What follows belongs to an exercise in optimizing a design on an open flow for small area; a production flow would make more cautious choices. In this exercise RTL edits were held to simulation tests only and were not proved equivalent to the original.

Design fir_filter, start of the top module:
module fir_filter (
    input clk,     
    input rst,     
    input signed  [16-1 : 0] input_sig,
    input ready,
    output signed [16-1 : 0] filtred_sig
);
export LEC_CHECK = 0
export ABC_AREA = 1
export CAP_MARGIN = 20
export CORE_MARGIN = 2
export CORE_UTILIZATION = 55
export GPL_TIMING_DRIVEN = 0
export SLEW_MARGIN = 20
export SYNTH_HIERARCHICAL = 1
export SYNTH_MINIMUM_KEEP_SIZE = 0
create_clock -name core_clock -period 8.0 [get_ports {clk}]
standard.sh (not shown) runs the stock make flow with config.mk's settings and CLKGATE_MAP_FILE= SYNTH_SCRIPT=/design/flow/synth_recipe.tcl, a recipe that flattens the netlist after the stock synthesis.
==> flow/flow/run.sh <==
#!/bin/bash
set -e
cd "$(dirname "$0")/.."
cp standard.sh standard_sh_copy.txt
export CTS_ARGS="$(cat flow/cts_args.txt)"
export BUFFER_PORTS_ARGS="$(cat flow/buffer_ports_args.txt)"
{ echo "CTS_ARGS=$CTS_ARGS"; echo "BUFFER_PORTS_ARGS=$BUFFER_PORTS_ARGS"; } > flow_settings.log
export REMOVE_ABC_BUFFERS=1
echo "REMOVE_ABC_BUFFERS=1" >> flow_settings.log
bash standard.sh > standard.log 2>&1
==> flow/flow/buffer_ports_args.txt <==
-buffer_cell sky130_fd_sc_hd__buf_1
==> flow/flow/cts_args.txt <==
-sink_clustering_enable -repair_clock_nets -sink_buffer_max_cap_derate 1.0 -dont_use_dummy_load -buf_list sky130_fd_sc_hd__clkbuf_4 -sink_clustering_size 11 -sink_clustering_max_diameter 40
Then changed:
--- a/flow/design.v
+++ b/flow/design.v
@@ -10,33 +10,31 @@
 reg [6:0] cnt;         
 reg [6:0] kidx;        
 reg [7:0] ph;          
 reg pending;
 reg signed [16-1 : 0] stage;
 reg [12:0] ncoef;      
 reg [27:0] acc;
 reg c7, c14, c21;
 reg [16-1 : 0] res;
 reg res_l, res_c14, res_c21;
 wire accept = !rst && ready && (cnt == 7'd127);
-wire [16-1 : 0] head = ring[16-1 : 0];
+reg use_stage;         
+wire [16-1 : 0] head = use_stage ? stage : ring[16-1 : 0];
 wire clr = (ph == 8'd1);
 wire [27:0] acc_sel = clr ? 28'd0 : acc;
 wire csel7 = !clr && c7;
 wire csel14 = !clr && c14;
 wire csel21 = !clr && c21;
 wire [6:0] kidx_n = rst ? 7'd1 : kidx + 7'd1 + {6'd0, accept};
-wire pend = accept || pending;
-wire ins_n = !rst && pend && (kidx_n == 7'd1);
-wire pending_n = !rst && pend && !ins_n;
-wire [16-1 : 0] stage_n = accept ? input_sig : stage;
+wire pending_n = rst ? 1'b0 : accept ? 1'b1 : use_stage ? 1'b0 : pending;
 wire [7:0] ph_n = rst ? 8'd129 : accept ? 8'd1 : (ph == 8'd129) ? ph : ph + 8'd1;
 wire active_n = (ph_n != 8'd0) && (ph_n <= 8'd128);
 wire [12:0] coef = ~ncoef;
 wire [5:0] fidx_n = kidx_n[6] ? ~kidx_n[5:0] : kidx_n[5:0];
 reg signed [12:0] fc;
 always @(*) begin
     case (fidx_n)
     6'd0: fc = 13'sd1;
     6'd1: fc = 13'sd1;
     6'd2: fc = 13'sd1;
     6'd3: fc = 13'sd1;
@@ -598,36 +596,38 @@
 fir_fa u_fs202 (.a(fc174), .b(fs175), .c(fc201), .s(fs202), .co(fc202));
 wire fs203, fc203;
 fir_fa u_fs203 (.a(fc175), .b(fs176), .c(fc202), .s(fs203), .co(fc203));
 wire fs204, fc204;
 fir_fa u_fs204 (.a(fc176), .b(fs177), .c(fc203), .s(fs204), .co(fc204));
 wire fs205, fc205;
 fir_fa u_fs205 (.a(fc177), .b(fs178), .c(fc204), .s(fs205), .co(fc205));
 wire fs206, fc206;
 fir_fa u_fs206 (.a(fc178), .b(fs179), .c(fc205), .s(fs206), .co(fc206));
 wire [27:0] sum = {fs206, fs205, fs204, fs203, fs202, fs201, fs200, fs199, fs198, fs197, fs196, fs195, fs194, fs193, fs192, fs191, fs190, fs189, fs188, fs187, fs186, fs185, fs184, fs183, fs182, fs181, fs180, hs27};
 always @(posedge clk) begin
-    ring <= {head, ring[128*16-1 : 2*16], ins_n ? stage_n : ring[2*16-1 : 16]};
+    ring <= {head, ring[128*16-1 : 16]};
     acc <= sum;
     c7 <= cout7;
     c14 <= cout14;
     c21 <= cout21;
     ncoef <= (active_n && kidx_n != 7'd124 && kidx_n != 7'd125) ? ~fc : 13'h1fff;
     kidx <= kidx_n;
     ph <= ph_n;
     pending <= pending_n;
-    stage <= stage_n;
+    use_stage <= pending_n && (kidx_n == 7'd1);
     if (rst)
         cnt <= 7'd127;
     else if (ready)
         cnt <= cnt + 7'd1;
+    if (accept)
+        stage <= input_sig;
     if (accept) begin
         res <= sum[27:12];
         res_c14 <= cout14;
         res_c21 <= cout21;
         res_l <= cout7 && (sum[11:7] == 5'h1f);
     end
 end
 wire os0 = res[0] ^ res_l;
 wire oc0 = res[0] & res_l;
 wire os1 = res[1] ^ oc0;
 wire oc1 = res[1] & oc0;
Effect: Sequential share of layout area stays flat. First-iteration DRC count decreases by a quarter to a third. Cell count went down slightly. Final area increases slightly. Worst setup slack loses 19 ps.

==> port drivers added, routing unchanged <==
The flow's constraints put no driver on any port. The routed layouts listed below were extracted and timed again, unchanged, in two steps. Step 1: set_driving_cell puts a clkbuf_16 on clk and a buf_2 on each other input, an assumption about the parent block. Step 2 times the ports against the registers' clock, not the clock port: input delays grow and output delays shrink by t, the midpoint of the rising clock arrivals with the driver on. Three values: ideal ports, drivers, drivers and shift; two values: the first two.
run | t, ns | setup WS [ns] | worst register clock-pin slew, ns
the first run | 1.059 | 0.345 / 0.345 / 0.345 | 0.11 / 0.11
the second run | 1.083 | 0.326 / 0.326 / 0.326 | 0.11 / 0.11
After both steps setup and hold are still met in every run listed.
